This design comes from an exercise in tuning for small area and a short achievable clock period on the open sky130 flow, not from production work.
RTL that was checked went through simulation tests only; none was proved equivalent to the original.
For run 2, only the layout was checked, not whether the RTL still works.
Power and IR drop assume default switching activity.

**run.sh**
```bash
#!/bin/bash
# synth_recipe.tcl (not shown) runs the flow's synth.tcl, then flattens the netlist and writes it again
# the make line also repeats each setting of config.mk as NAME=value (left out here)
make -C /OpenROAD-flow-scripts/flow DESIGN_CONFIG=/design/flow/config.mk WORK_HOME=/design/flow/orfs CLKGATE_MAP_FILE= SYNTH_SCRIPT=/design/flow/synth_recipe.tcl finish
```
**design.v**
```verilog
module Multi_Flop_Synchronizer #(
    parameter NUM_STAGES =2 
) (
    input  wire  async,
    input  wire  clk  ,
    input  wire  en   ,
    input  wire  rst  ,
    output reg   sync
);
reg [NUM_STAGES-2:0] Q  ;
    always @(posedge clk or negedge rst) begin
        if (!rst) begin
            {sync,Q}<='b0;
        end else if (en) begin
            {sync,Q}<={Q[NUM_STAGES-2:0],async};
        end
    end
endmodule
module Multi_Flop_Synchronizer_Multi_bits #(
    parameter NUM_STAGES =2,BUS_WIDTH=5
) (
    input  wire [BUS_WIDTH-1:0] ASYNC,
    input  wire  CLK  ,
    input  wire  EN   ,
    input  wire  RST  ,
    output wire  [BUS_WIDTH-1:0] SYNC
);
genvar i;
    generate
        for (i =0 ;i<=BUS_WIDTH-1; i=i+1 ) begin
            Multi_Flop_Synchronizer #(.NUM_STAGES(NUM_STAGES)) u0  (.async(ASYNC[i]),.clk(CLK),.en(EN),.rst(RST),.sync(SYNC[i])) ;
        end
    endgenerate
endmodule
module Pulse_Gen (
    input  wire Signal_in,
    input  wire clk      ,
    input  wire en       ,
    input  wire rst      ,
    output wire Pulse_out
);
    reg Q;
    always @(posedge clk or negedge rst) begin
        if (!rst) begin
            Q<='b0;
        end else if (en) begin
            Q<=Signal_in;
        end
    end
    assign Pulse_out= ((~Q) & Signal_in);
endmodule
module Data_Sync #(
    parameter NUM_STAGES =2,UNSYNC_BUS_WIDTH=8,BUS_WIDTH=1
) (
    input  wire [UNSYNC_BUS_WIDTH-1:0] Unsync_Bus,
    input  wire                        Enable    ,
    input  wire                        clk       ,
    input  wire                        en        ,
    input  wire                        rst       ,
    output reg  [UNSYNC_BUS_WIDTH-1:0] Sync_Bus  ,
    output reg                         Enable_Pulse              
);
    wire Enable_Sync ;
    wire Pulse_out;
    always @(posedge clk) begin
        if (en && Pulse_out) begin
            Sync_Bus<=Unsync_Bus;
        end 
    end
    always @(posedge clk or negedge rst) begin
        if (!rst) begin
            Enable_Pulse<='b0;
        end else if (en) begin
            Enable_Pulse<=Pulse_out;
        end 
    end
    Multi_Flop_Synchronizer_Multi_bits #(
        .NUM_STAGES (NUM_STAGES ),
        .BUS_WIDTH  (BUS_WIDTH  )
    )
    u_Multi_Flop_Synchronizer_Multi_bits(
    	.ASYNC (Enable ),
        .CLK   (clk   ),
        .EN    (en    ),
        .RST   (rst   ),
        .SYNC  (Enable_Sync  )
    );
    Pulse_Gen u_Pulse_Gen(
    	.Signal_in (Enable_Sync ),
        .clk       (clk       ),
        .en        (en        ),
        .rst       (rst       ),
        .Pulse_out (Pulse_out )
    );
endmodule
module RST_Sync #(
    parameter NUM_STAGES =2
) (
    input wire RST,
    input wire clk,
    output wire Sync_RST
);
    Multi_Flop_Synchronizer #(
        .NUM_STAGES (NUM_STAGES )
    )
    u_Multi_Flop_Synchronizer(
    	.async (1'b1 ),
        .clk   (clk   ),
        .en    (1'b1  ),
        .rst   (RST   ),
        .sync  (Sync_RST )
    );
endmodule
module Clock_Divider #(
    parameter Division_Limit='d4
) (
    input  wire                      i_ref_clk  ,
    input  wire                      i_rst_n    ,
    input  wire                      i_clk_en   , 
    input  wire [Division_Limit-1:0] i_div_ratio,
    output reg                       o_div_tick
);
reg div_clk,odd_edge_tog;
wire Is_zero,Is_one,Is_odd,clk_en;
wire flip_even,flip_odd;
reg [Division_Limit-1:0] couter;
wire [Division_Limit-1:0] flip_pos,flip_neg;
always @(posedge i_ref_clk or negedge i_rst_n ) begin
    if (!i_rst_n) begin
        div_clk<='b0;
        couter<='b0;
        odd_edge_tog<='b1;
    end else if (clk_en) begin
        if (flip_even) begin
            div_clk<=~div_clk;
            couter<='b0;
        end else if (flip_odd) begin
            div_clk<=~div_clk;
            couter<='b0;
            odd_edge_tog<=~odd_edge_tog;         
        end else begin
            couter<=couter+1'b1;
        end
    end 
end
assign Is_zero=~|(i_div_ratio);
assign Is_one =(i_div_ratio=='b1);
assign Is_odd =(i_div_ratio[0]=='b1);
assign flip_neg=(i_div_ratio>>1);
assign flip_pos=flip_neg - 1'b1 ;
assign clk_en=i_clk_en & ~Is_zero & ~Is_one;
assign flip_even=(!Is_odd)&&(couter==flip_pos);
assign flip_odd=(Is_odd &&(couter==flip_pos)&&odd_edge_tog) ||(Is_odd && (couter==flip_neg) && !odd_edge_tog);
always @(*) begin
    if (clk_en) begin
        o_div_tick=(!div_clk) && (flip_even || flip_odd);
    end else begin
        o_div_tick=1'b1;
    end
end
endmodule
module Bits_Counter #(
    parameter Counter_Size='d3, Start_Point='d0,Num_of_Bits=3'b111
) (
    input   wire                     clk    ,
    input   wire                     rst    ,
    input   wire                     enable ,
    output  reg [Counter_Size-1:0]   bits_counter,
    output  wire                      finish
);
    always @(posedge clk or negedge rst) begin
        if (!rst) begin
            bits_counter<=Start_Point;
        end else if (enable) begin
            bits_counter<=bits_counter+'b1;
        end
    end
   assign finish=(bits_counter==Num_of_Bits) & enable;
endmodule
module Edge_Bit_Counter #(
    parameter Counter_Size='d5, Start_Point='d0
) (
    input   wire                     clk    ,
    input   wire                     rst    ,
    input   wire                     enable , 
    input   wire [Counter_Size-1:0]  Prescale   ,
    output  reg  [Counter_Size-1:0]  edge_cnt,
    output  reg                     finish
);
wire counter_rst;
    always @(posedge clk or negedge rst) begin
        if (!rst) begin
            edge_cnt<=Start_Point;
        end else if (!counter_rst) begin
            edge_cnt<=Start_Point;
        end else begin
            edge_cnt<=edge_cnt+'b1;
        end
    end
    always @(posedge clk or negedge rst) begin
        if (!rst) begin
            finish<='b0;
        end else if (edge_cnt==Prescale-'d1) begin
            finish<='b1;
        end else begin
            finish<='b0;
        end
    end
    assign counter_rst=(~finish & enable );
endmodule
module Counter_Unit #(
    parameter Counter_Size='d5
) (
    input  wire clk,
    input  wire rst,
    input  wire enable,
    input  wire Data_enable, 
    input  wire [Counter_Size-1:0]  Prescale   ,
    output wire                     Finish_edge,
    output wire                     Finish_data,
    output wire [2:0]               bits_counter,
    output wire [Counter_Size-1:0]  edge_cnt
);
    wire Bits_counter_enable;
    assign Bits_counter_enable= Finish_edge & Data_enable;  
    Bits_Counter  u_Bits_Counter(
    	.clk    (clk    ),
        .rst    (rst    ),
        .enable (Bits_counter_enable ),
        .bits_counter(bits_counter),
        .finish (Finish_data )
    );
    Edge_Bit_Counter  u_Edge_Bit_Counter(
    	.clk      (clk      ),
        .rst      (rst      ),
        .enable   (enable   ),
        .Prescale (Prescale ),
        .edge_cnt (edge_cnt ),
        .finish   (Finish_edge   )
    );
endmodule
module Data_Sampling (
    input  wire                    RX_in   ,
    input  wire                    clk     ,
    input  wire                    rst     ,
    input  wire                    data_samp_en,
    output reg                     sampled_bit
);
reg [2:0] bits;
always @(posedge clk or negedge rst) begin
    if (!rst) begin
        bits<='b0;
    end else if (data_samp_en) begin
        bits<={bits[1:0],RX_in};
    end else begin
        bits<=bits;
    end
end
always @(*) begin
    if (!data_samp_en) begin
        if ((bits[0] & bits[1])||(bits[0] & bits[2])||(bits[2] & bits[1])) begin
            sampled_bit=1'b1;
        end else begin
            sampled_bit=1'b0;
        end
    end else begin
        sampled_bit=1'b0;
    end
end
endmodule
module Deserializer #(
    parameter bits_couner_size='d3 , Data_size='d8
) (
    input  wire sampled_bit,
    input  wire clk        ,
    input  wire rst        , 
    input  wire deser_en   ,
    input  wire [bits_couner_size-1:0] bits_counter, 
    output reg  [Data_size-1:0] Data 
);
always @(posedge clk or negedge rst) begin
    if (!rst) begin
        Data<='b0;
    end else if(deser_en) begin
        Data[bits_counter]<=sampled_bit;
    end
end
endmodule
module Error_Unit (
    input  wire  clk,
    input  wire  rst,
    input  wire  sampled_bit,
    input  wire  Compared_bit,
    input  wire  Enable,
    output  reg  Error
);
    always @(*) begin
        if (!Enable) begin
            Error='b0;
        end else if (sampled_bit!=Compared_bit) begin
            Error='b1;
        end else begin
             Error='b0;
        end
    end
endmodule
module RX_FSM #(parameter Counter_Size='d5) (
    input  wire clk,
    input  wire rst,
    input  wire RX_IN,  
    input  wire PAR_EN,  
    input  wire [1:0] Prescale,
    input  wire bit_cnt,  
    input  wire data_finish_flag, 
    input  wire [Counter_Size-1:0] edge_cnt,  
    input  wire [7:0] P_DATA ,
    input   wire PAR_TYP,
    input   wire Error,
    output  reg Compared_bit,
    output reg counter_en,  
    output reg bits_counter_en,  
    output reg Error_Unit_En,
    output reg data_samp_en,
    output reg deser_en,
    output reg data_valid
);
reg [2:0] CurrentState,NextState;
wire start_first,start_sec,start_third;
reg Rest_data_valid;
reg Error_REG;
reg Out_data_valid;
localparam Idle =3'b000, 
           Start=3'b001,
           Data =3'b011,
           Parity=3'b010,
           Stop=3'b110;
always @(posedge clk or negedge rst ) begin
    if (!rst) begin
        CurrentState<=Idle;
    end else begin
        CurrentState<=NextState;
    end 
end           
always @(*) begin
    counter_en='b0;
    Error_Unit_En='b0;
    bits_counter_en='b0;
    deser_en='b0;
    Compared_bit='b0;
    Rest_data_valid='b0;
    Out_data_valid='b0;
    case (CurrentState)
       Idle : begin
        if (!RX_IN) begin
            NextState=Start;
            counter_en='b1;
        end else begin
            NextState=Idle;
            counter_en='b0;
        end
       end
       Start:begin
        Compared_bit='b0;
        Rest_data_valid='b1;
        Error_Unit_En=((Prescale[0]==1'b0)&(edge_cnt>=5'b00110))|((Prescale>=2'b01)&(edge_cnt>=5'b01000)) |((Prescale[1]==1'b1)&(edge_cnt>=5'b01100));
        if (Error) begin
            NextState=Idle;
            counter_en='b0;
        end else begin
            if (!bit_cnt) begin
            NextState=Start;
            counter_en='b1;
        end else begin
            NextState=Data;
            counter_en='b0;
        end
        end
       end
       Data:begin
        deser_en=((Prescale[0]==1'b0)&(edge_cnt>=5'b00110))|((Prescale>=2'b01)&(edge_cnt>=5'b01000)) |((Prescale[1]==1'b1)&(edge_cnt>=5'b01100));
        bits_counter_en='b1;
        if (!data_finish_flag) begin
            NextState=Data;
            counter_en='b1;
            bits_counter_en='b1;
        end else if (!PAR_EN) begin
            NextState=Stop;
            counter_en='b0;
        end else begin
            NextState=Parity;
            counter_en='b0;
        end
       end
       Parity:begin
        Error_Unit_En=((Prescale[0]==1'b0)&(edge_cnt>=5'b00110))|((Prescale>=2'b01)&(edge_cnt>=5'b01000)) |((Prescale[1]==1'b1)&(edge_cnt>=5'b01100));
        if (!PAR_TYP) begin
            Compared_bit=^P_DATA;
        end else begin
            Compared_bit=~^P_DATA;
        end
        if (!bit_cnt) begin
            NextState=Parity;
            counter_en='b1;
        end else begin
            NextState=Stop;
            counter_en='b0;
        end
       end
       Stop:begin
        Compared_bit='b1;
        Error_Unit_En=((Prescale[0]==1'b0)&(edge_cnt>=5'b00110))|((Prescale>=2'b01)&(edge_cnt>=5'b01000)) |((Prescale[1]==1'b1)&(edge_cnt>=5'b01100));
        if (!bit_cnt) begin
            NextState=Stop;
            counter_en='b1;
        end else  if (!RX_IN) begin 
            NextState=Start;
            counter_en='b0;
            Out_data_valid='b1;
        end else begin
            NextState=Idle;
            Out_data_valid='b1;
            counter_en='b0;
        end
        end
        default: begin
            NextState=Idle;
        end
    endcase
end
always @(posedge clk or negedge rst) begin
    if (!rst) begin
        data_valid<='b0;
    end else if(Out_data_valid) begin
        data_valid<=~Error_REG;
    end else begin
        data_valid<='b0;
    end
end
always @(posedge clk or negedge rst) begin
    if (!rst) begin
        Error_REG<='b0;
    end else if(Rest_data_valid)begin
        Error_REG<='b0;
    end else if (Error_Unit_En)  begin   
        Error_REG<=Error|Error_REG;
    end
end
always @(*) begin
    if (start_first || start_sec || start_third) begin
        data_samp_en='b1;
    end else begin
        data_samp_en='b0;
    end
end
assign start_first=(Prescale[0]==1'b0)&((edge_cnt==5'b00010)|(edge_cnt==5'b00011)|(edge_cnt==5'b00100));
assign start_sec=(Prescale==2'b01)&((edge_cnt==5'b00100)|(edge_cnt==5'b00101)|(edge_cnt==5'b00110));
assign start_third=(Prescale[1]==1'b1)&((edge_cnt==5'b01000)|(edge_cnt==5'b01001)|(edge_cnt==5'b01010));    
endmodule
module RX #(
    parameter Counter_Size='d5, Start_Point='d1
) (
    input  wire                    clk_Top     ,
    input  wire                    rst_Top     ,
    input  wire                    RX_IN_Top   ,
    input  wire [Counter_Size-1:0] Prescale_Top,
    input  wire                    PAR_EN_TOP  ,
    input  wire                    PAR_TYP_Top ,
    output wire                    Data_Valid_Top,
    output wire [7:0]              P_Data_Top
);
wire bit_cnt_Top;  
wire [Counter_Size-1:0] edge_cnt_Top;  
wire enable_Top;  
wire par_err_Top,start_err_Top,stop_err_Top;  
wire par_check_en_Top,start_check_en_Top,stop_check_en_Top;  
wire data_samp_en_Top;  
wire deser_en_Top,deser_en_FSM_Top;  
wire sampled_bit_Top;
wire data_finish_flag_Top,bits_counter_en_Top;
wire [2:0] bits_counter_Top;
wire Compared_bit_Top,Error_Unit_En_Top,Error_Top;
RX_FSM u_RX_FSM(
    .clk              (clk_Top              ),
    .rst              (rst_Top              ),
    .RX_IN            (RX_IN_Top            ),
    .PAR_EN           (PAR_EN_TOP           ),
    .Prescale         (Prescale_Top[4:3]          ),
    .bit_cnt          (bit_cnt_Top          ),
    .data_finish_flag (data_finish_flag_Top ),
    .edge_cnt         (edge_cnt_Top         ),
    .P_DATA           (P_Data_Top           ),  
    .PAR_TYP          (PAR_TYP_Top          ),  
    .Error            (Error_Top            ),
    .Compared_bit     (Compared_bit_Top     ),
    .counter_en       (enable_Top       ),
    .bits_counter_en  (bits_counter_en_Top  ),
    .Error_Unit_En    (Error_Unit_En_Top    ), 
    .data_samp_en     (data_samp_en_Top     ),
    .deser_en         (deser_en_FSM_Top         ),
    .data_valid       (Data_Valid_Top       )
);
Error_Unit u_Error_Unit(
    .clk          (clk_Top          ),
    .rst          (rst_Top          ),
    .sampled_bit  (sampled_bit_Top  ),
    .Compared_bit (Compared_bit_Top ),
    .Enable       (Error_Unit_En_Top       ),
    .Error        (Error_Top        )
);
Counter_Unit u_Counter_Unit(
    .clk         (clk_Top         ),
    .rst         (rst_Top         ),
    .enable      (enable_Top       ),
    .Data_enable (bits_counter_en_Top ),
    .Prescale    (Prescale_Top    ),
    .Finish_edge (bit_cnt_Top ),
    .Finish_data (data_finish_flag_Top ),
    .bits_counter(bits_counter_Top),
    .edge_cnt    (edge_cnt_Top    )
);
    Data_Sampling  u_Data_Sampling(
    	.RX_in        (RX_IN_Top        ),
        .clk          (clk_Top          ),
        .rst          (rst_Top          ),
        .data_samp_en (data_samp_en_Top ),
        .sampled_bit  (sampled_bit_Top  )
    );
Deserializer u_Deserializer(
    .sampled_bit  (sampled_bit_Top  ),
    .clk          (clk_Top          ),
    .rst          (rst_Top          ),
    .deser_en     (deser_en_FSM_Top),  
    .bits_counter (bits_counter_Top ),
    .Data         (P_Data_Top         )
);
endmodule
module UART_TX_Top (
    input  wire       clk,
    input  wire       tick,
    input  wire       RST,
    input  wire [7:0] P_Data_UART,
    input  wire       Data_Valid_UART,
    input  wire       Par_En_UART,
    input  wire       Par_Type_UART,
    output reg        TX_Out_UART,
    output wire       Busy_UART
);
localparam Idle  = 2'b00,
           Start = 2'b01,
           Data  = 2'b11,
           Parity= 2'b10;
reg  [1:0] Current_State, Next_State, State_N;
reg  [2:0] Counter;
reg  [7:0] Data_Reg;    
reg        Par_Bit;
reg  [7:0] Data_N;
reg        Par_N;
reg        Out_N;
wire Ser_En   = (Current_State == Data);
wire Ser_Done = (Counter == 3'b111);
assign Busy_UART = (Current_State != Idle);
always @(*) begin
    case (Current_State)
        Idle:    Next_State = Data_Valid_UART ? Start : Idle;
        Start:   Next_State = Data;
        Data:    Next_State = Ser_Done ? (Par_En_UART ? Parity : Idle) : Data;
        default: Next_State = Data_Valid_UART ? Start : Idle;
    endcase
end
always @(*) begin
    State_N = tick ? Next_State : Current_State;
    if (!tick)
        Data_N = Data_Reg;
    else if (Data_Valid_UART)
        Data_N = P_Data_UART;
    else if (Ser_En)
        Data_N = Data_Reg >> 1;
    else
        Data_N = Data_Reg;
    Par_N = tick ? (Par_Type_UART ? ~^P_Data_UART : ^P_Data_UART) : Par_Bit;
    case (State_N)
        Idle:    Out_N = 1'b1;
        Start:   Out_N = 1'b0;
        Data:    Out_N = Data_N[0];
        default: Out_N = Par_N;
    endcase
end
always @(posedge clk or negedge RST) begin
    if (!RST) begin
        Current_State <= Idle;
        Counter       <= 3'b0;
        TX_Out_UART   <= 1'b1;
    end else begin
        Current_State <= State_N;
        TX_Out_UART   <= Out_N;
        if (tick)
            Counter <= Ser_En ? Counter + 1'b1 : 3'b0;
    end
end
always @(posedge clk) begin
    Data_Reg <= Data_N;
    Par_Bit  <= Par_N;
end
endmodule
module ALU (
    input  wire        clk      ,
    input  wire        Gate_En  ,
    input  wire        rst      ,
    input  wire [7:0]  Operand_A,
    input  wire [7:0]  Operand_B,
    input  wire [3:0]  ALU_Fun  ,
    input  wire        Enable   ,
    input  wire        Restart  ,
    output reg  [15:0] ALU_Out  ,
    output reg         Out_Valid
);
reg  [3:0] cnt;
reg  [7:0] R, Q;    
reg  [7:0] H, L;    
wire       clr  = Restart | (cnt == 4'd15);
wire       run  = ~cnt[3];
wire       a_bit = Operand_A[~cnt[2:0]];
wire       b_bit = Operand_B[cnt[2:0]];
wire [8:0] T    = {R, a_bit};
wire [9:0] D    = {1'b0, T} - {2'b0, Operand_B};
wire       ge   = ~D[9];
wire [8:0] S    = {1'b0, H} + (b_bit ? {1'b0, Operand_A} : 9'd0);
always @(posedge clk or negedge rst) begin
    if (!rst) begin
        cnt <= 4'd15;
    end else if (Restart) begin
        cnt <= 4'd0;
    end else if (cnt == 4'd15) begin
        cnt <= 4'd0;
    end else if (run) begin
        cnt <= cnt + 1'b1;
    end
end
always @(posedge clk) begin
    if (clr) begin
        R <= 8'd0;
        H <= 8'd0;
    end else if (run) begin
        R <= ge ? D[7:0] : T[7:0];
        Q <= {Q[6:0], ge};
        H <= S[8:1];
        L <= {S[0], L[7:1]};
    end
end
reg [15:0] res;
always @(*) begin
    case (ALU_Fun)
        4'd0:  res = {7'd0, {1'b0, Operand_A} + {1'b0, Operand_B}};
        4'd1:  res = {8'd0, Operand_A} - {8'd0, Operand_B};
        4'd2:  res = {H, L};
        4'd3:  res = (Operand_B == 8'd0) ? 16'd0 : {8'd0, Q};
        4'd4:  res = {8'd0, Operand_A & Operand_B};
        4'd5:  res = {8'd0, Operand_A | Operand_B};
        4'd6:  res = {8'hFF, ~(Operand_A & Operand_B)};
        4'd7:  res = {8'hFF, ~(Operand_A | Operand_B)};
        4'd8:  res = {8'd0, Operand_A ^ Operand_B};
        4'd9:  res = {8'hFF, ~(Operand_A ^ Operand_B)};
        4'd10: res = {15'd0, Operand_A == Operand_B};
        4'd11: res = {15'd0, Operand_A > Operand_B};
        4'd12: res = {15'd0, Operand_A < Operand_B};
        4'd13: res = {9'd0, Operand_A[7:1]};
        4'd14: res = {7'd0, Operand_A, 1'b0};
        default: res = 16'd0;
    endcase
end
always @(posedge clk) begin
    if (Gate_En)
        ALU_Out <= Enable ? res : 16'd0;
end
always @(posedge clk or negedge rst) begin
    if (!rst)
        Out_Valid <= 1'b0;
    else
        Out_Valid <= Enable;
end
endmodule
module REG_File #(
    parameter Data_width='d8,REG_File_Depth='d16,Address_Depth=$clog2(REG_File_Depth),ALU_Operand_A_RST='b0,ALU_Operand_B_RST='b0,
    UART_Config_RST='b000011100,
    Div_Ratio_RST='b00001000
) (
    input  wire                      clk         , 
    input  wire                      rst         ,
    input  wire [Address_Depth-1:0]  Address     ,
    input  wire                      WrEn        ,
    input  wire                      RdEn        ,
    input  wire [Data_width-1:0]     WrData      ,
    output reg  [Data_width-1:0]      RdData       ,
    output reg                      RdData_Valid ,
    output wire [Data_width-1:0]    REG0_ALU_A   ,
    output wire [Data_width-1:0]    REG1_ALU_B   ,
    output wire [6:0]    REG2_UART    ,
    output wire [3:0]    REG3_DIV  
);
    integer i;
    reg [Data_width-1:0] Memory [0:REG_File_Depth-1];
    always @(posedge clk or negedge rst) begin
        if (!rst) begin
            Memory[0]<=ALU_Operand_A_RST;
            Memory[1]<=ALU_Operand_B_RST;
            Memory[2]<=UART_Config_RST; 
            Memory[3]<=Div_Ratio_RST; 
            for (i ='d4 ;i<REG_File_Depth ;i=i+1 ) begin
                Memory[i]<='b0;
            end
        end else if (WrEn) begin
            Memory[Address]<=WrData;
        end 
    end
    always @(posedge clk or negedge rst) begin
        if (!rst) begin
            RdData_Valid<='b0;
        end else begin
            RdData_Valid<=RdEn;
        end
    end
    always @(posedge clk) begin
        if (RdEn) begin
            RdData<=Memory[Address];
        end
    end
    assign REG0_ALU_A=Memory[0];
    assign REG1_ALU_B=Memory[1];
    assign REG2_UART=Memory[2];
    assign REG3_DIV=Memory[3];
endmodule
module RX_Controler #(
    parameter Data_width ='d8 ,REG_File_Depth='d16,
    Address_Depth=$clog2(REG_File_Depth),Num_Of_instructions='d14,
    Decoder_Size=$clog2(Num_Of_instructions)
) (
    input  wire                     clk         ,
    input  wire                     rst         ,
    input  wire                     ALU_Valid   ,
    output reg                      ALU_Enable  ,
    output reg [Decoder_Size-1:0]   ALU_Fun     , 
    output reg                      CLK_Gate_En ,
    output reg  [Address_Depth-1:0] REG_Address ,
    output reg                      REG_WrEn    ,
    output reg                      REG_RdEn    ,
    output reg  [Data_width-1:0]    REG_WrData  ,
    input  wire [Data_width-1:0]    Rx_P_Data    ,
    input  wire                     RX_Valid     
);
reg Save_En;
reg [Address_Depth-1:0] Saved_Data;
reg [2:0] Current_State,Next_State;
localparam Idle ='b000 ,
           REG_Wr_Add='b001 ,
           REG_Wr_Data='b011,
           REG_Rd_Add='b010 ,
           ALU_Wr_A=   'b110,
           ALU_Wr_B=   'b100,
           ALU_Fun_State='b101;
always @(posedge clk or negedge rst) begin
    if (!rst) begin
        Current_State<='b0;
    end else begin
        Current_State<=Next_State;
    end
end
always @(posedge clk) begin
    if(Save_En) begin
        Saved_Data<=Rx_P_Data[Address_Depth-1:0];
    end
end
always @(*) begin
    REG_WrEn='b0;
    REG_RdEn='b0;
    REG_WrData='b0;
    ALU_Fun='b0;
    CLK_Gate_En='b0;
    ALU_Enable='b0;
    Save_En='b0;
    REG_Address=Saved_Data;
    case (Current_State)
        Idle:begin
            if (RX_Valid) begin
                case (Rx_P_Data)
                'hAA:begin
                    Next_State=REG_Wr_Add;
                end 
                'hBB:begin
                    Next_State=REG_Rd_Add;
                end 
                'hCC:begin
                    Next_State=ALU_Wr_A;  
                end
                'hDD:begin
                    Next_State=ALU_Fun_State;
                    CLK_Gate_En='b1;
                end
                default: begin
                    Next_State=Idle;
                end 
            endcase
            end else begin
                Next_State=Idle;
            end
        end 
        REG_Wr_Add:begin
            if (RX_Valid) begin
                Save_En='b1;
                Next_State=REG_Wr_Data;
            end else begin
                Next_State=REG_Wr_Add;
            end
        end
        REG_Wr_Data:begin
            if (RX_Valid) begin
                REG_WrEn='b1;
                REG_Address=Saved_Data;
                REG_WrData=Rx_P_Data;  
                Next_State=Idle;
            end else begin
                Next_State=REG_Wr_Data;
            end
        end
        REG_Rd_Add:begin
            if (RX_Valid) begin
                REG_RdEn='b1;
                REG_Address=Rx_P_Data[Address_Depth-1:0];
                Next_State=Idle;
            end else begin
                Next_State=REG_Rd_Add;
            end
        end
        ALU_Wr_A:begin
             if (RX_Valid) begin
                REG_Address='b0;
                REG_WrEn='b1;
                REG_WrData=Rx_P_Data;
                Next_State=ALU_Wr_B;
            end else begin
                Next_State=ALU_Wr_A;
            end
        end
        ALU_Wr_B:begin
             if (RX_Valid) begin
                REG_Address='d1;
                REG_WrEn='b1;
                CLK_Gate_En='b1;
                REG_WrData=Rx_P_Data;
                Next_State=ALU_Fun_State;
            end else begin
                Next_State=ALU_Wr_B;
            end
        end
        ALU_Fun_State:begin
             if (RX_Valid) begin
                CLK_Gate_En='b1;
                ALU_Enable='b1;
                ALU_Fun=Rx_P_Data[Decoder_Size-1:0];
                Next_State=Idle;
            end else begin
                Next_State=ALU_Fun_State;
            end
        end
        default: begin
            Next_State=Idle;
        end
    endcase
    end
endmodule
module Tx_Controler #(
    parameter Data_width ='d8,ALU_Output_Data_width='d16
) (
    input  wire                     clk         ,
    input  wire                     rst         ,
    input  wire [ALU_Output_Data_width-1:0]    ALU_Out     ,
    input  wire                     ALU_Valid   ,
    input  wire [Data_width-1:0]    REG_RdData  ,
    input  wire                     REG_Rd_Valid,
    input  wire                    Tx_Busy      ,
    output reg  [Data_width-1:0]   Tx_P_Data    ,
    output reg                     Tx_Valid     
); 
wire [1:0] Flags;
assign Flags={REG_Rd_Valid,ALU_Valid};
reg [2:0] Current_State,Next_State;
localparam Idle ='b000 ,
           REG_Packet='b001,
           ALU_Packet_1='b011,
           Wait='b010,
           ALU_Packet_2='b110;
always @(posedge clk or negedge rst) begin
    if (!rst) begin
        Current_State<=Idle;
    end else begin
        Current_State<=Next_State;
    end
end
always @(*) begin
   Tx_Valid='b0;
   Tx_P_Data='b0;
   case (Current_State)
    Idle:begin 
        if (!Tx_Busy) begin
            case (Flags)
            'b10:Next_State=REG_Packet;
            'b01: Next_State=ALU_Packet_1;
            default:Next_State=Idle; 
        endcase
        end else begin
            Next_State=Idle;
        end
    end 
    REG_Packet:begin
        Tx_Valid='b1;
        Tx_P_Data=REG_RdData;
        if (Tx_Busy) begin
           Next_State=Idle; 
        end else begin
            Next_State=REG_Packet;
        end
    end
    ALU_Packet_1:begin
        Tx_Valid='b1;
        Tx_P_Data=ALU_Out[Data_width-1:0];
        if (Tx_Busy) begin
           Next_State=Wait; 
        end else begin
            Next_State=ALU_Packet_1;
        end
    end
    Wait:begin
        if (!Tx_Busy) begin
            Next_State=ALU_Packet_2; 
        end else begin
            Next_State=Wait;
        end
    end
    ALU_Packet_2:begin
        Tx_Valid='b1;
        Tx_P_Data=ALU_Out[Data_width*2-1:Data_width];
        if (Tx_Busy) begin
           Next_State=Idle; 
        end else begin
            Next_State=ALU_Packet_2;
        end
    end
    default: Next_State=Idle; 
   endcase
end
endmodule
module Design_Top (
    input  wire    CLK     ,
    input  wire    RST     , 
    input  wire    RX_IN   ,
    output wire    TX_OUT 
);
wire Sync_RST;
RST_Sync u_RST_Sync (
    .RST      (RST      ),
    .clk      (CLK      ),
    .Sync_RST (Sync_RST )
);
wire       RX_Valid_Top;
wire [7:0] Rx_P_Data_Top;
wire [6:0] REG2_UART_Config_Top;
wire [3:0] REG3_DIV_Top;
RX u_RX1(
    .clk_Top        (CLK                         ),
    .rst_Top        (Sync_RST                    ),
    .RX_IN_Top      (RX_IN                       ),
    .Prescale_Top   (REG2_UART_Config_Top[6:2]   ),
    .PAR_EN_TOP     (REG2_UART_Config_Top[0]     ),
    .PAR_TYP_Top    (REG2_UART_Config_Top[1]     ),
    .Data_Valid_Top (RX_Valid_Top                ),
    .P_Data_Top     (Rx_P_Data_Top               )
);
reg [2:0] RX_Valid_Dly;
always @(posedge CLK or negedge Sync_RST) begin
    if (!Sync_RST)
        RX_Valid_Dly <= 3'b0;
    else
        RX_Valid_Dly <= {RX_Valid_Dly[1:0], RX_Valid_Top};
end
wire RX_Valid_Syn = RX_Valid_Dly[2];
wire       ALU_Enable_Top, CLK_Gate_En_Top;
wire [3:0] ALU_Fun_Top;
wire       ALU_Out_Valid_Top;
wire       REG_WrEn_Top, REG_RdEn_Top;
wire [3:0] REG_Address_Top;
wire [7:0] REG_WrData_Top;
RX_Controler u_RX_Controler(
    .clk         (CLK               ),
    .rst         (Sync_RST          ),
    .ALU_Valid   (ALU_Out_Valid_Top ),
    .ALU_Enable  (ALU_Enable_Top    ),
    .ALU_Fun     (ALU_Fun_Top       ),
    .CLK_Gate_En (CLK_Gate_En_Top   ),
    .REG_Address (REG_Address_Top   ),
    .REG_WrEn    (REG_WrEn_Top      ),
    .REG_RdEn    (REG_RdEn_Top      ),
    .REG_WrData  (REG_WrData_Top    ),
    .Rx_P_Data   (Rx_P_Data_Top     ),
    .RX_Valid    (RX_Valid_Syn      )
);
wire       REG_Rd_Valid_Top;
wire [7:0] REG_RdData_Top;
wire [7:0] Operand_A_Top, Operand_B_Top;
REG_File u_REG_File(
    .clk          (CLK              ),
    .rst          (Sync_RST         ),
    .Address      (REG_Address_Top  ),
    .WrEn         (REG_WrEn_Top     ),
    .RdEn         (REG_RdEn_Top     ),
    .WrData       (REG_WrData_Top   ),
    .RdData       (REG_RdData_Top   ),
    .RdData_Valid (REG_Rd_Valid_Top ),
    .REG0_ALU_A   (Operand_A_Top    ),
    .REG1_ALU_B   (Operand_B_Top    ),
    .REG2_UART    (REG2_UART_Config_Top),
    .REG3_DIV     (REG3_DIV_Top     )
);
wire [15:0] ALU_Out_Top;
ALU u_ALU(
    .clk       (CLK               ),
    .Gate_En   (CLK_Gate_En_Top   ),
    .rst       (Sync_RST          ),
    .Operand_A (Operand_A_Top     ),
    .Operand_B (Operand_B_Top     ),
    .ALU_Fun   (ALU_Fun_Top       ),
    .Enable    (ALU_Enable_Top    ),
    .Restart   (REG_WrEn_Top & (REG_Address_Top[3:1] == 3'b000)),
    .ALU_Out   (ALU_Out_Top       ),
    .Out_Valid (ALU_Out_Valid_Top )
);
wire       Tx_Busy_Top, Tx_Busy_UnSyn;
wire       Tx_Valid_Top_UnSyn;
wire [7:0] Tx_P_Data_Top_UnSyn;
Tx_Controler u_Tx_Controler(
    .clk          (CLK                 ),
    .rst          (Sync_RST            ),
    .ALU_Out      (ALU_Out_Top         ),
    .ALU_Valid    (ALU_Out_Valid_Top   ),
    .REG_RdData   (REG_RdData_Top      ),
    .REG_Rd_Valid (REG_Rd_Valid_Top    ),
    .Tx_Busy      (Tx_Busy_Top         ),
    .Tx_P_Data    (Tx_P_Data_Top_UnSyn ),
    .Tx_Valid     (Tx_Valid_Top_UnSyn  )
);
Multi_Flop_Synchronizer u_Busy_Syn(
    .async (Tx_Busy_UnSyn ),
    .clk   (CLK           ),
    .en    (1'b1          ),
    .rst   (Sync_RST      ),
    .sync  (Tx_Busy_Top   )
);
wire       TX_TICK;
wire       TX_IN_V_Top_Syn;
wire [7:0] TX_IN_P_Top_Syn;
Clock_Divider u_Clock_Divider(
    .i_ref_clk   (CLK          ),
    .i_rst_n     (Sync_RST     ),
    .i_clk_en    (1'b1         ),
    .i_div_ratio (REG3_DIV_Top ),
    .o_div_tick  (TX_TICK      )
);
Data_Sync u_Tx_Data_Syn(
    .Unsync_Bus   (Tx_P_Data_Top_UnSyn ),
    .Enable       (Tx_Valid_Top_UnSyn  ),
    .clk          (CLK                 ),
    .en           (TX_TICK             ),
    .rst          (Sync_RST            ),
    .Sync_Bus     (TX_IN_P_Top_Syn     ),
    .Enable_Pulse (TX_IN_V_Top_Syn     )
);
UART_TX_Top u_UART_TX_Top1(
    .clk             (CLK                     ),
    .tick            (TX_TICK                 ),
    .RST             (Sync_RST                ),
    .P_Data_UART     (TX_IN_P_Top_Syn         ),
    .Data_Valid_UART (TX_IN_V_Top_Syn         ),
    .Par_En_UART     (REG2_UART_Config_Top[0] ),
    .Par_Type_UART   (REG2_UART_Config_Top[1] ),
    .TX_Out_UART     (TX_OUT                  ),
    .Busy_UART       (Tx_Busy_UnSyn           )
);
endmodule
```
**config.mk**
```make
export PLATFORM = sky130hd
export DESIGN_NAME = Design_Top
export DESIGN_NICKNAME = Design_Top
export VERILOG_FILES = /design/flow/design.v
export SDC_FILE = /design/flow/constraint.sdc
export NUM_CORES = 4
export LEC_CHECK = 0
export CAP_MARGIN = 20
export CORE_MARGIN = 2
export CORE_UTILIZATION = 40
export SLEW_MARGIN = 20
```
**constraint.sdc**
```tcl
create_clock -name core_clock -period 35.0 [get_ports {CLK}]
set_input_delay 7.0000 -clock core_clock [delete_from_list [all_inputs] [get_ports {CLK}]]
set_output_delay 7.0000 -clock core_clock [all_outputs]
set_load 0.01 [all_outputs]
```
==> run_results.csv, run 1 <==
group,metric,value,unit
yosys,syn_nets,1595,
cts,cts_sinks,265,
yosys,synth_cells,1520,
floorplan,rows,69,
yosys,netlist_area,14600,sq um
yosys,ys_warn_count,18,
sta,fmax,117,MHz
cells_and_area,layout.nets,1564,
place,dp_hpwl,27900,um
yosys,synth-seq-area-share,46.9,%
pwr,max-vdd-ir-drop,45.9,uV
sta,slew_headroom,21.9,%
place,pre_cts_ws,26.74,ns
setup_path,end_kind,"output port",
detailed_routing,drt_iter0_markers,1239,
cts,cts_made_buffers,31,
global_routing,grt_pass1_wl,65600,um
sta,tightest_slew,1.16,ns
run_status,status,"finished clean",
yosys,yosys_most_used_dff,"dfrtp_1",
cells_and_area,drive_gt1_share,10.1,%
cts,cts.clk_slew.worst_paths,0.06,ns
global_routing,grt_max_degree,67,
sta,min_period,8.58,ns
cells_and_area,n_fill_cell,3483,
setup_path,r2r_slack,31.05,ns
sta,setup_viol,0,
pwr,p_leak,6.47,nW
cts,holdBufCountCts,0,
flow_run,cap_viol_max_count,0,
sta,clock_skew,0.0171,ns
pwr,p_total,0.729,mW
setup_path,cpLargestDelayFamily,"buffers and inverters",
setup_path,critPathMaxFanout,1,
floorplan,die-area,38000,sq um
setup_path,cp.required,28.00,ns
cts,postCtsSetupRepairBufs,0,
sta,worst_slack,26.42,ns
floorplan,die_y,195,um
global_routing,antenna_found_initial,0,
detailed_routing,wl_per_cell,20.7,um
cts,htreeDepth,1,
yosys,ys_ff_latch,265,
detailed_routing,drt_first_pass_iters,5,
sta,hold_viol_final,0,
setup_path,critPathLaunchType,"flip-flop",
setup_path,worstPathArrival,1.58,ns
detailed_routing,drc,0,
cells_and_area,postLayoutCoreUtil,45.1,%
yosys,synth-edff-count,59,
yosys,async_flop_share,70.9,%
global_routing,grt_pass1_vias,11265,
setup_path,path_cells,"clkdlybuf4s50_1",
detailed_routing,viasPerCell,5.81,
global_routing,track_usage,21.7,%
sta,rsz0062_at_grt,"no",
setup_path,critPathKind,"flip-flop to output port",
cts,cts-root-buf,"clkbuf_16",
setup_path,slowest_stage,"clkdlybuf4s50_1",
cts,cts_tree,"done",
hold_path,hold_path_class,"flip-flop to flip-flop",
floorplan,initial_core_util,40.8,%
cts,clkLatencyLatePin,0.57,ns
cts,cts.repair.resized,0,
floorplan,coreArea,35700,sq um
place,io_buffers,3,
yosys,synth.distinct_cells,80,
detailed_routing,vias,11475,
floorplan,pin_count,4,
global_routing,grt_overflow,0,
cts,cts_buffer_depth,3,
place,gp_congestion,0.935,
sta,post-route-period-util,24.5,%
sta,drv_slew,0,
setup_path,max_stage_delay,0.52,ns
detailed_routing,wirelength,40900,um
setup_path,cp_num_buf_inv,1,
yosys,postSynthAreaPerCell,9.60,sq um
pwr,p_per_area,45.3,nW/um^2
floorplan,die_x,195,um
cells_and_area,syn2layout_area_growth,10.3,%
detailed_routing,ant_nets,0,
sta,finalSetupTns,0,ns
## through the flow
step	area, sq um	hold WS [ns]	cells
after floorplan	14600	0.331	1520
after global placement	15000	0.338	1917
after detailed placement	15000	0.336	1917
after CTS	16100	0.347	1974
after global routing	16100	0.354	1974
final	16100	0.345	1975
## Yosys cell counts (all sizes together) (6+ instances only)
cell type	count	area, sq um
a211o	6	52.6
a211oi	11	87.6
a21o	17	128
a21oi	61	305
a221oi	10	87.6
a22oi	8	60.1
a31oi	19	119
a32o	7	70.1
a32oi	14	123
and2	6	37.5
buf	15	72.6
clkbuf	70	263
dfrtp	178	4450
dfstp	10	263
dfxtp	18	360
edfxtp	59	1770
ha	68	851
inv	53	199
mux2	53	597
mux2i	26	260
nand2	230	863
nand2b	14	87.6
nand3	35	175
nand4	8	50.1
nor2	117	442
nor2b	17	106
nor3	32	160
nor4	6	37.5
o21a	10	75.1
o21ai	169	846
o221a	6	67.6
o22ai	9	56.3
o32ai	7	61.3
or3	6	37.5
xnor2	33	289
xor2	20	175
## per-layer routing
metal	part of all wire, %	up-vias	global-route usage, %
met1	46	5611	30.8
li1	-	5400	-
met3	5.9	76	2.83
met2	45	388	34.8
met5	0	-	0
met4	2.7	0	6.47
## sequential cells by signal, summed over array words and instances, names as in the netlist, 4 cells and up, named ones only
signal	cells
u_ALU.L	8
u_REG_File.RdData	8
u_Tx_Data_Syn.Sync_Bus	8
u_REG_File.Memory	128
u_ALU.ALU_Out	16
u_ALU.Q	8
u_RX1.u_Counter_Unit.u_Edge_Bit_Counter.edge_cnt	5
u_ALU.R	8
u_ALU.H	8
u_RX_Controler.Saved_Data	4
u_Clock_Divider.couter	4
u_UART_TX_Top1.Data_Reg	8
u_RX1.u_Deserializer.Data	8
u_ALU.cnt	4
## logic make-up after synthesis
family / synth area share [%]
other: 0.0257
muxes: 6.49
and+or+nand+nor: 15.3
xor gates and xnor gates: 3.34
DFF: 46.9
buffers and inverters: 3.69
AOI/OAI and AO/OA: 17.9
adders and majority gates: 6.38
## final cells by class
type                       count  area (sq um)  area share (%)
tap                          461           577            3.58
clock inverter                16           236            1.47
clock buffer                  41           843            5.24
multi-input combinational   1116          7220            44.9
inverter                      54           203            1.26
antenna                        1          2.50          0.0155
timing repair buffer          21           165            1.03
sequential                   265          6850            42.6
## placed cells by master (no fill, tap or decap), types with 31 or more instances in the layout
master	count
a21oi_1	61
clkbuf_16	31
dfrtp_1	177
edfxtp_1	59
ha_1	68
inv_1	52
mux2_2	53
nand2_1	230
nand3_1	35
nor2_1	115
nor3_1	31
o21ai_0	167
xnor2_1	33
## path summary, 6_finish.rpt
check / depth (start not counted) / from / end
worst max-delay path: 1 / u_UART_TX_Top1.TX_Out_UART / TX_OUT
worst min-delay path: 0 / u_RX1.u_RX_FSM.data_valid / RX_Valid_Dly[0]
worst max register to register: 6 / u_RX1.u_Deserializer.Data[2] / u_ALU.ALU_Out[8]
worst min register to register: 0 / u_RX1.u_RX_FSM.data_valid / RX_Valid_Dly[0]
max in group asynchronous: 1 / RST / u_RST_Sync.u_Multi_Flop_Synchronizer.sync
min in group asynchronous: 0 / u_RST_Sync.u_Multi_Flop_Synchronizer.sync / u_REG_File.Memory[0][2]
## power breakdown
group / switching, mW / internal [mW] / leakage, nW
Combinational: 0.0343 / 0.0204 / 2.83
Sequential: 0.00978 / 0.320 / 3.11
Clock: 0.131 / 0.213 / 0.527
Total: 0.175 / 0.554 / 6.47
==> inputs of run 2 (changes only) <==
--- a/design.v
+++ b/design.v
@@ -10,3 +10,3 @@
 reg [NUM_STAGES-2:0] Q  ;
-    always @(posedge clk or negedge rst) begin
+    always @(posedge clk) begin
         if (!rst) begin
@@ -42,3 +42,3 @@
     reg Q;
-    always @(posedge clk or negedge rst) begin
+    always @(posedge clk) begin
         if (!rst) begin
@@ -69,3 +69,3 @@
     end
-    always @(posedge clk or negedge rst) begin
+    always @(posedge clk) begin
         if (!rst) begin
@@ -95,19 +95,17 @@
 endmodule
-module RST_Sync #(
-    parameter NUM_STAGES =2
-) (
-    input wire RST,
-    input wire clk,
-    output wire Sync_RST
+module RST_Sync (
+    input  wire RST,
+    input  wire clk,
+    output reg  Sync_RST
 );
-    Multi_Flop_Synchronizer #(
-        .NUM_STAGES (NUM_STAGES )
-    )
-    u_Multi_Flop_Synchronizer(
-    	.async (1'b1 ),
-        .clk   (clk   ),
-        .en    (1'b1  ),
-        .rst   (RST   ),
-        .sync  (Sync_RST )
-    );
+    reg Q;
+    always @(posedge clk or negedge RST) begin
+        if (!RST) begin
+            Q        <= 1'b0;
+            Sync_RST <= 1'b0;
+        end else begin
+            Q        <= 1'b1;
+            Sync_RST <= Q;
+        end
+    end
 endmodule
@@ -127,3 +125,3 @@
 wire [Division_Limit-1:0] flip_pos,flip_neg;
-always @(posedge i_ref_clk or negedge i_rst_n ) begin
+always @(posedge i_ref_clk) begin
     if (!i_rst_n) begin
@@ -170,3 +168,3 @@
 );
-    always @(posedge clk or negedge rst) begin
+    always @(posedge clk) begin
         if (!rst) begin
@@ -190,3 +188,3 @@
 wire counter_rst;
-    always @(posedge clk or negedge rst) begin
+    always @(posedge clk) begin
         if (!rst) begin
@@ -199,3 +197,3 @@
     end
-    always @(posedge clk or negedge rst) begin
+    always @(posedge clk) begin
         if (!rst) begin
@@ -249,3 +247,3 @@
 reg [2:0] bits;
-always @(posedge clk or negedge rst) begin
+always @(posedge clk) begin
     if (!rst) begin
@@ -280,3 +278,3 @@
 );
-always @(posedge clk or negedge rst) begin
+always @(posedge clk) begin
     if (!rst) begin
@@ -336,3 +334,3 @@
            Stop=3'b110;
-always @(posedge clk or negedge rst ) begin
+always @(posedge clk) begin
     if (!rst) begin
@@ -429,3 +427,3 @@
 end
-always @(posedge clk or negedge rst) begin
+always @(posedge clk) begin
     if (!rst) begin
@@ -438,3 +436,3 @@
 end
-always @(posedge clk or negedge rst) begin
+always @(posedge clk) begin
     if (!rst) begin
@@ -587,3 +585,3 @@
 end
-always @(posedge clk or negedge RST) begin
+always @(posedge clk) begin
     if (!RST) begin
@@ -591,6 +589,4 @@
         Counter       <= 3'b0;
-        TX_Out_UART   <= 1'b1;
     end else begin
         Current_State <= State_N;
-        TX_Out_UART   <= Out_N;
         if (tick)
@@ -599,2 +595,8 @@
 end
+always @(posedge clk or negedge RST) begin
+    if (!RST)
+        TX_Out_UART <= 1'b1;
+    else
+        TX_Out_UART <= Out_N;
+end
 always @(posedge clk) begin
@@ -613,25 +615,29 @@
     input  wire        Restart  ,
-    output reg  [15:0] ALU_Out  ,
-    output reg         Out_Valid
+    output wire [7:0]  ALU_Lo_N ,
+    output reg  [7:0]  ALU_Hi   ,
+    output reg         Out_Valid,
+    output reg         Clearing ,
+    output reg  [3:0]  Eng_Cnt
 );
-reg  [3:0] cnt;
 reg  [7:0] R, Q;    
 reg  [7:0] H, L;    
-wire       clr  = Restart | (cnt == 4'd15);
-wire       run  = ~cnt[3];
-wire       a_bit = Operand_A[~cnt[2:0]];
-wire       b_bit = Operand_B[cnt[2:0]];
-wire [8:0] T    = {R, a_bit};
-wire [9:0] D    = {1'b0, T} - {2'b0, Operand_B};
-wire       ge   = ~D[9];
-wire [8:0] S    = {1'b0, H} + (b_bit ? {1'b0, Operand_A} : 9'd0);
-always @(posedge clk or negedge rst) begin
+wire       clr   = Restart | (Eng_Cnt == 4'd15);
+wire       run   = ~Eng_Cnt[3];
+wire       a_bit = Operand_A[~Eng_Cnt[2:0]];
+wire       b_bit = Operand_B[Eng_Cnt[2:0]];
+wire [8:0] T     = {R, a_bit};
+wire [9:0] D     = {1'b0, T} - {2'b0, Operand_B};
+wire       ge    = ~D[9];
+wire [8:0] S     = {1'b0, H} + (b_bit ? {1'b0, Operand_A} : 9'd0);
+always @(posedge clk) begin
     if (!rst) begin
-        cnt <= 4'd15;
-    end else if (Restart) begin
-        cnt <= 4'd0;
-    end else if (cnt == 4'd15) begin
-        cnt <= 4'd0;
-    end else if (run) begin
-        cnt <= cnt + 1'b1;
+        Eng_Cnt  <= 4'd15;
+        Clearing <= 1'b1;
+    end else begin
+        if (Restart || Eng_Cnt == 4'd15)
+            Eng_Cnt <= 4'd0;
+        else if (run)
+            Eng_Cnt <= Eng_Cnt + 1'b1;
+        if (Eng_Cnt == 4'd7)
+            Clearing <= 1'b0;
     end
@@ -649,28 +655,40 @@
 end
-reg [15:0] res;
+wire       sub  = |ALU_Fun;
+wire [8:0] sum  = {1'b0, Operand_A} + {1'b0, Operand_B ^ {8{sub}}} + {8'd0, sub};
+wire [7:0] x    = Operand_A ^ Operand_B;
+wire [7:0] a    = Operand_A & Operand_B;
+wire [7:0] o    = Operand_A | Operand_B;
+wire       eq   = ~|x;
+wire       lt   = ~sum[8];
+wire       gt   = sum[8] & ~eq;
+wire       bz   = ~|Operand_B;
+reg [7:0] lo, hi;
 always @(*) begin
+    lo = 8'd0;
+    hi = 8'd0;
     case (ALU_Fun)
-        4'd0:  res = {7'd0, {1'b0, Operand_A} + {1'b0, Operand_B}};
-        4'd1:  res = {8'd0, Operand_A} - {8'd0, Operand_B};
-        4'd2:  res = {H, L};
-        4'd3:  res = (Operand_B == 8'd0) ? 16'd0 : {8'd0, Q};
-        4'd4:  res = {8'd0, Operand_A & Operand_B};
-        4'd5:  res = {8'd0, Operand_A | Operand_B};
-        4'd6:  res = {8'hFF, ~(Operand_A & Operand_B)};
-        4'd7:  res = {8'hFF, ~(Operand_A | Operand_B)};
-        4'd8:  res = {8'd0, Operand_A ^ Operand_B};
-        4'd9:  res = {8'hFF, ~(Operand_A ^ Operand_B)};
-        4'd10: res = {15'd0, Operand_A == Operand_B};
-        4'd11: res = {15'd0, Operand_A > Operand_B};
-        4'd12: res = {15'd0, Operand_A < Operand_B};
-        4'd13: res = {9'd0, Operand_A[7:1]};
-        4'd14: res = {7'd0, Operand_A, 1'b0};
-        default: res = 16'd0;
+        4'd0:  begin lo = sum[7:0]; hi = {7'd0, sum[8]}; end
+        4'd1:  begin lo = sum[7:0]; hi = {8{~sum[8]}}; end
+        4'd2:  begin lo = L; hi = H; end
+        4'd3:  lo = bz ? 8'd0 : Q;
+        4'd4:  lo = a;
+        4'd5:  lo = o;
+        4'd6:  begin lo = ~a; hi = 8'hFF; end
+        4'd7:  begin lo = ~o; hi = 8'hFF; end
+        4'd8:  lo = x;
+        4'd9:  begin lo = ~x; hi = 8'hFF; end
+        4'd10: lo = {7'd0, eq};
+        4'd11: lo = {7'd0, gt};
+        4'd12: lo = {7'd0, lt};
+        4'd13: lo = {1'b0, Operand_A[7:1]};
+        4'd14: begin lo = {Operand_A[6:0], 1'b0}; hi = {7'd0, Operand_A[7]}; end
+        default: ;
     endcase
 end
+assign ALU_Lo_N = Enable ? lo : 8'd0;
 always @(posedge clk) begin
     if (Gate_En)
-        ALU_Out <= Enable ? res : 16'd0;
+        ALU_Hi <= Enable ? hi : 8'd0;
 end
-always @(posedge clk or negedge rst) begin
+always @(posedge clk) begin
     if (!rst)
@@ -681,40 +699,45 @@
 endmodule
-module REG_File #(
-    parameter Data_width='d8,REG_File_Depth='d16,Address_Depth=$clog2(REG_File_Depth),ALU_Operand_A_RST='b0,ALU_Operand_B_RST='b0,
-    UART_Config_RST='b000011100,
-    Div_Ratio_RST='b00001000
-) (
-    input  wire                      clk         , 
-    input  wire                      rst         ,
-    input  wire [Address_Depth-1:0]  Address     ,
-    input  wire                      WrEn        ,
-    input  wire                      RdEn        ,
-    input  wire [Data_width-1:0]     WrData      ,
-    output reg  [Data_width-1:0]      RdData       ,
-    output reg                      RdData_Valid ,
-    output wire [Data_width-1:0]    REG0_ALU_A   ,
-    output wire [Data_width-1:0]    REG1_ALU_B   ,
-    output wire [6:0]    REG2_UART    ,
-    output wire [3:0]    REG3_DIV  
-);
-    integer i;
-    reg [Data_width-1:0] Memory [0:REG_File_Depth-1];
-    always @(posedge clk or negedge rst) begin
-        if (!rst) begin
-            Memory[0]<=ALU_Operand_A_RST;
-            Memory[1]<=ALU_Operand_B_RST;
-            Memory[2]<=UART_Config_RST; 
-            Memory[3]<=Div_Ratio_RST; 
-            for (i ='d4 ;i<REG_File_Depth ;i=i+1 ) begin
-                Memory[i]<='b0;
+module REG_File (
+    input  wire        clk         , 
+    input  wire        rst         ,
+    input  wire [3:0]  Address     ,
+    input  wire        WrEn        ,
+    input  wire        RdEn        ,
+    input  wire [7:0]  WrData      ,
+    input  wire [15:0] Clr_Row     ,
+    input  wire        Clearing    ,
+    output wire [7:0]  RdData_N    ,
+    output reg         RdData_Valid,
+    output wire [7:0]  REG0_ALU_A  ,
+    output wire [7:0]  REG1_ALU_B  ,
+    output wire [6:0]  REG2_UART   ,
+    output wire [3:0]  REG3_DIV  
+);
+    wire [7:0]  Wr_Val = Clearing ? 8'd0 : WrData;
+    wire [15:0] Row_We;
+    wire [7:0]  Row [0:15];
+    reg  [7:0]  Cfg2, Cfg3;
+    genvar k;
+    generate
+        for (k = 0; k < 16; k = k + 1) begin : g_row
+            assign Row_We[k] = WrEn && (Address == k);
+            if (k == 2 || k == 3) begin : g_rst
+                assign Row[k] = (k == 2) ? Cfg2 : Cfg3;
+            end else begin : g_nrst
+                reg [7:0] Data;
+                always @(posedge clk) begin
+                    if (Row_We[k] || Clr_Row[k])
+                        Data <= Wr_Val;
+                end
+                assign Row[k] = Data;
             end
-        end else if (WrEn) begin
-            Memory[Address]<=WrData;
-        end 
-    end
-    always @(posedge clk or negedge rst) begin
+        end
+    endgenerate
+    always @(posedge clk) begin
         if (!rst) begin
-            RdData_Valid<='b0;
+            Cfg2 <= 8'h1C;
+            Cfg3 <= 8'h08;
         end else begin
-            RdData_Valid<=RdEn;
+            if (Row_We[2]) Cfg2 <= WrData;
+            if (Row_We[3]) Cfg3 <= WrData;
         end
@@ -722,10 +745,12 @@
     always @(posedge clk) begin
-        if (RdEn) begin
-            RdData<=Memory[Address];
-        end
-    end
-    assign REG0_ALU_A=Memory[0];
-    assign REG1_ALU_B=Memory[1];
-    assign REG2_UART=Memory[2];
-    assign REG3_DIV=Memory[3];
+        if (!rst)
+            RdData_Valid <= 1'b0;
+        else
+            RdData_Valid <= RdEn;
+    end
+    assign RdData_N   = Row[Address];
+    assign REG0_ALU_A = Row[0];
+    assign REG1_ALU_B = Row[1];
+    assign REG2_UART  = Cfg2[6:0];
+    assign REG3_DIV   = Cfg3[3:0];
 endmodule
@@ -759,3 +784,3 @@
            ALU_Fun_State='b101;
-always @(posedge clk or negedge rst) begin
+always @(posedge clk) begin
     if (!rst) begin
@@ -874,5 +899,5 @@
     input  wire                     rst         ,
-    input  wire [ALU_Output_Data_width-1:0]    ALU_Out     ,
+    input  wire [Data_width-1:0]    ALU_Hi      ,
     input  wire                     ALU_Valid   ,
-    input  wire [Data_width-1:0]    REG_RdData  ,
+    input  wire [Data_width-1:0]    Shared_Lo   ,    
     input  wire                     REG_Rd_Valid,
@@ -880,3 +905,5 @@
     output reg  [Data_width-1:0]   Tx_P_Data    ,
-    output reg                     Tx_Valid     
+    output reg                     Tx_Valid     ,
+    output wire                    In_REG_Packet,
+    output wire                    In_ALU_Packet_1
 ); 
@@ -890,3 +917,5 @@
            ALU_Packet_2='b110;
-always @(posedge clk or negedge rst) begin
+assign In_REG_Packet   = (Current_State == REG_Packet);
+assign In_ALU_Packet_1 = (Current_State == ALU_Packet_1);
+always @(posedge clk) begin
     if (!rst) begin
@@ -914,3 +943,3 @@
         Tx_Valid='b1;
-        Tx_P_Data=REG_RdData;
+        Tx_P_Data=Shared_Lo;
         if (Tx_Busy) begin
@@ -923,3 +952,3 @@
         Tx_Valid='b1;
-        Tx_P_Data=ALU_Out[Data_width-1:0];
+        Tx_P_Data=Shared_Lo;
         if (Tx_Busy) begin
@@ -939,3 +968,3 @@
         Tx_Valid='b1;
-        Tx_P_Data=ALU_Out[Data_width*2-1:Data_width];
+        Tx_P_Data=ALU_Hi;
         if (Tx_Busy) begin
@@ -977,3 +1006,3 @@
 reg [2:0] RX_Valid_Dly;
-always @(posedge CLK or negedge Sync_RST) begin
+always @(posedge CLK) begin
     if (!Sync_RST)
@@ -1005,4 +1034,20 @@
 wire       REG_Rd_Valid_Top;
-wire [7:0] REG_RdData_Top;
+wire [7:0] REG_RdData_N;
 wire [7:0] Operand_A_Top, Operand_B_Top;
+wire       Clearing;
+wire [3:0] Eng_Cnt;
+wire [15:0] Clr_Row;
+genvar k;
+generate
+    for (k = 0; k < 16; k = k + 1) begin : g_clr
+        if (k < 2)
+            assign Clr_Row[k] = Clearing && (Eng_Cnt == 4'd15);
+        else if (k < 4)
+            assign Clr_Row[k] = 1'b0;
+        else if (k < 12)
+            assign Clr_Row[k] = Clearing && (Eng_Cnt == k - 4);
+        else
+            assign Clr_Row[k] = Clearing && (Eng_Cnt == k - 12);
+    end
+endgenerate
 REG_File u_REG_File(
@@ -1014,3 +1059,5 @@
     .WrData       (REG_WrData_Top   ),
-    .RdData       (REG_RdData_Top   ),
+    .Clr_Row      (Clr_Row          ),
+    .Clearing     (Clearing         ),
+    .RdData_N     (REG_RdData_N     ),
     .RdData_Valid (REG_Rd_Valid_Top ),
@@ -1021,3 +1068,4 @@
 );
-wire [15:0] ALU_Out_Top;
+wire [7:0] ALU_Lo_N;
+wire [7:0] ALU_Hi;
 ALU u_ALU(
@@ -1031,5 +1079,16 @@
     .Restart   (REG_WrEn_Top & (REG_Address_Top[3:1] == 3'b000)),
-    .ALU_Out   (ALU_Out_Top       ),
-    .Out_Valid (ALU_Out_Valid_Top )
-);
+    .ALU_Lo_N  (ALU_Lo_N          ),
+    .ALU_Hi    (ALU_Hi            ),
+    .Out_Valid (ALU_Out_Valid_Top ),
+    .Clearing  (Clearing          ),
+    .Eng_Cnt   (Eng_Cnt           )
+);
+wire       In_REG_Packet, In_ALU_Packet_1;
+reg  [7:0] Shared_Lo;
+always @(posedge CLK) begin
+    if (REG_RdEn_Top && !In_ALU_Packet_1)
+        Shared_Lo <= REG_RdData_N;
+    else if (CLK_Gate_En_Top && !In_REG_Packet)
+        Shared_Lo <= ALU_Lo_N;
+end
 wire       Tx_Busy_Top, Tx_Busy_UnSyn;
@@ -1040,5 +1099,5 @@
     .rst          (Sync_RST            ),
-    .ALU_Out      (ALU_Out_Top         ),
+    .ALU_Hi       (ALU_Hi              ),
     .ALU_Valid    (ALU_Out_Valid_Top   ),
-    .REG_RdData   (REG_RdData_Top      ),
+    .Shared_Lo    (Shared_Lo           ),
     .REG_Rd_Valid (REG_Rd_Valid_Top    ),
@@ -1046,3 +1105,5 @@
     .Tx_P_Data    (Tx_P_Data_Top_UnSyn ),
-    .Tx_Valid     (Tx_Valid_Top_UnSyn  )
+    .Tx_Valid     (Tx_Valid_Top_UnSyn  ),
+    .In_REG_Packet   (In_REG_Packet    ),
+    .In_ALU_Packet_1 (In_ALU_Packet_1  )
 );
--- a/config.mk
+++ b/config.mk
@@ -7,5 +7,9 @@
 export LEC_CHECK = 0
+export ABC_AREA = 1
 export CAP_MARGIN = 20
 export CORE_MARGIN = 2
-export CORE_UTILIZATION = 40
+export CORE_UTILIZATION = 55
+export CTS_BUF_LIST = sky130_fd_sc_hd__clkbuf_8
+export CTS_CLUSTER_DIAMETER = 60
+export CTS_CLUSTER_SIZE = 20
 export SLEW_MARGIN = 20
==> run_results.csv, run 2 <==
group,metric,value,unit
setup_path,cpLargestDelayFamily,"flip-flops",
cts,clkLatencyLatePin,0.60,ns
setup_path,path_cells,"clkdlybuf4s50_1",
place,dp_hpwl,25400,um
setup_path,critPathLaunchType,"flip-flop",
cts,postCtsSetupRepairBufs,0,
sta,post-route-period-util,24.7,%
yosys,synthTopCellsByCount,"nand2_1 (482), inv_1 (179), edfxtp_1 (163)",
cts,cts.repair.resized,0,
cts,cts_sinks,258,
cts,cts_buffer_depth,3,
cts,holdBufCountCts,0,
yosys,ys_warn_count,18,
floorplan,rows,58,
sta,finalSetupTns,0,ns
sta,rsz0062_at_grt,"no",
floorplan,coreArea,24900,sq um
flow_run,cap_viol_max_count,0,
sta,fmax,116,MHz
global_routing,grt_pass1_vias,10175,
detailed_routing,vias,10949,
yosys,synth_most_common_cell,"nand2_1",
cts,cts_made_buffers,25,
detailed_routing,drc,0,
hold_path,hold_path_class,"flip-flop to flip-flop",
yosys,netlist_area,13800,sq um
floorplan,initial_core_util,55.5,%
cells_and_area,largest_reg_flops,112,
cells_and_area,regMostFlops,"u_REG_File.g_row.g_nrst.Data",
cells_and_area,mostFrequentLayoutCells,"nand2_1 (482), inv_1 (179), edfxtp_1 (163)",
place,gp_congestion,0.932,
yosys,synth_cells,1635,
yosys,syn_nets,1711,
global_routing,antenna_found_initial,0,
sta,min_period,8.65,ns
run_status,status,"finished clean",
pwr,p_per_area,58.1,nW/um^2
cts,cts-root-buf,"clkbuf_8",
yosys,synth.distinct_cells,53,
sta,setup_viol,0,
cells_and_area,finalInstanceArea,14900,sq um
detailed_routing,wl_per_cell,17.6,um
detailed_routing,viasPerCell,5.47,
floorplan,die_y,162,um
cells_and_area,drive_gt1_share,7.48,%
detailed_routing,drt_first_pass_iters,5,
detailed_routing,drt_iter0_markers,999,
pwr,p_leak,6.51,nW
floorplan,die_x,162,um
setup_path,cp_num_buf_inv,1,
setup_path,max_stage_delay,0.53,ns
floorplan,die-area,26400,sq um
cells_and_area,syn2layout_area_growth,7.70,%
cts,cts_tree,"done",
detailed_routing,wirelength,35300,um
cells_and_area,layout.nets,1729,
cts,cts.clk_slew.worst_paths,0.12,ns
place,dpl_cell_area,14200,sq um
cells_and_area,diodes,0,
setup_path,critPathKind,"flip-flop to output port",
cells_and_area,layout_commonest_cell,"nand2_1",
pwr,max-vdd-ir-drop,61.3,uV
yosys,synth-edff-count,163,
global_routing,grt_overflow,0,
floorplan,pin_count,4,
setup_path,critPathMaxFanout,1,
yosys,synth-seq-area-share,49.3,%
yosys,synth_top_cell_area_share,35.4,%
cts,htreeDepth,1,
sta,hold_viol_final,0,
yosys,yosys_most_used_dff,"edfxtp_1",
yosys,postSynthAreaPerCell,8.45,sq um
setup_path,worstPathArrival,1.65,ns
global_routing,grt_max_degree,35,
yosys,synth.largest_area_cell,"edfxtp_1",
sta,tightest_slew,1.17,ns
place,io_buffers,3,
setup_path,end_kind,"output port",
setup_path,cp.required,28.00,ns
yosys,ys_ff_latch,258,
sta,drv_slew,0,
sta,clock_skew,0.0316,ns
global_routing,track_usage,27.0,%
detailed_routing,ant_nets,0,
yosys,yosys-top-cells-area,"edfxtp_1 (35%), dfxtp_1 (13%), nand2_1 (13%)",
sta,slew_headroom,21.3,%
yosys,async_flop_share,1.16,%
setup_path,slowest_stage,"dfstp_2",
global_routing,grt_pass1_wl,55300,um
cells_and_area,postLayoutCoreUtil,59.8,%
[run 2: cell count changes after synthesis, sizes merged, moves of 48 or more]
cell    previous run  this run
clkbuf            70        13
dfrtp            178         2
dfxtp             18        92
edfxtp            59       163
inv               53       189
mux2              53         0
nand2            230       499
nor2             117       165
o21ai            169        93
[run 2: final timing paths]
path | startpoint | to | slack (ns) | depth (start not counted)
max in group asynchronous | RST | u_RST_Sync.Sync_RST | 28.32 | 1
worst min-delay path | u_RST_Sync.Q | u_RST_Sync.Sync_RST | 0.38 | 0
worst max register to register | u_RX_Controler.Current_State[2] | u_ALU.ALU_Hi[2] | 31.05 | 13
min in group asynchronous | u_RST_Sync.Sync_RST | u_UART_TX_Top1.TX_Out_UART | 0.62 | 1
worst min register to register | u_RST_Sync.Q | u_RST_Sync.Sync_RST | 0.38 | 0
worst max-delay path | u_UART_TX_Top1.TX_Out_UART | TX_OUT | 26.35 | 1
[run 2: cells by family after synthesis]
logic type	after synthesis	share of synthesized area, %
fa+ha+maj	73	6.77
other cells	1	0.0271
simple gates	798	24.9
xor+xnor	34	2.16
buf+inv	216	6.09
flops	258	49.3
compound gates	255	10.8
[run 2: report_power, final]
part	switching, mW	total, mW	internal [mW]	leakage, nW
clock	0.131	0.226	0.0946	0.311
sequential	0.0294	0.386	0.357	2.38
combinational	0.170	0.253	0.0832	3.82
total	0.331	0.865	0.534	6.51
[run 2: routing by layer]
layer	vias up	global-route usage, %	wire length, um
li1	5494	-	-
met2	334	43.7	16000
met5	-	0	0
met1	5048	37.8	15600
met3	73	3.92	2580
met4	0	8.33	1060
[run 2: final cells by class]
cell class,count,area [sq um]
multi-input cells,1161,6180
clock buffers,25,344
clock inverters,21,285
inverters,192,723
repair buffers,15,120
fillers,2260,10000
well taps,330,413
flip-flops and latches,258,6810
[run 2: metrics by stage]
| step | setup slack, ns | hold slack, ns | power (mW) | instances |
|---|---|---|---|---|
| after floorplan | 27.43 | 0.258 | 0.570 | 1635 |
| after global placement | 26.84 | 0.345 | 0.639 | 1956 |
| after detailed placement | 26.79 | 0.367 | 0.640 | 1956 |
| after CTS | 26.32 | 0.393 | 0.865 | 2002 |
| after global routing | 26.28 | 0.395 | 0.916 | 2002 |
| final | 26.35 | 0.381 | 0.865 | 2002 |

static timing again, ports no longer ideal:
How much do the figures lean on ideal ports? The routed layouts below were timed once more, with nothing changed but the port constraints. Step 1 (the two cells are an assumption about what drives the block):
set clk [get_ports {CLK}]
set_driving_cell -lib_cell sky130_fd_sc_hd__clkbuf_16 $clk
set_driving_cell -lib_cell sky130_fd_sc_hd__buf_2 [delete_from_list [all_inputs] $clk]
Step 2 adds t to the input delays and takes it off the output delays; t is the mean of the earliest and latest rising clock arrival at the registers after step 1. Input paths then give back, and output paths get back, about the clock's delay inside the block. a / b / c = ideal / step 1 / step 2; a / b = the first two.
| run | shift t [ns] | slack for setup (ns) | worst setup path after step 2 | worst slew at a driven data input, ns | cell pins on the clock port's net |
|---|---|---|---|---|---|
| run 1 | 0.605 | 26.417 / 26.369 / 26.734 | input to register | 0.03 | 1 |
| run 2 | 0.631 | 26.352 / 26.305 / 26.770 | input to register | 0.05 | 1 |
After both steps every run listed still meets setup and hold.
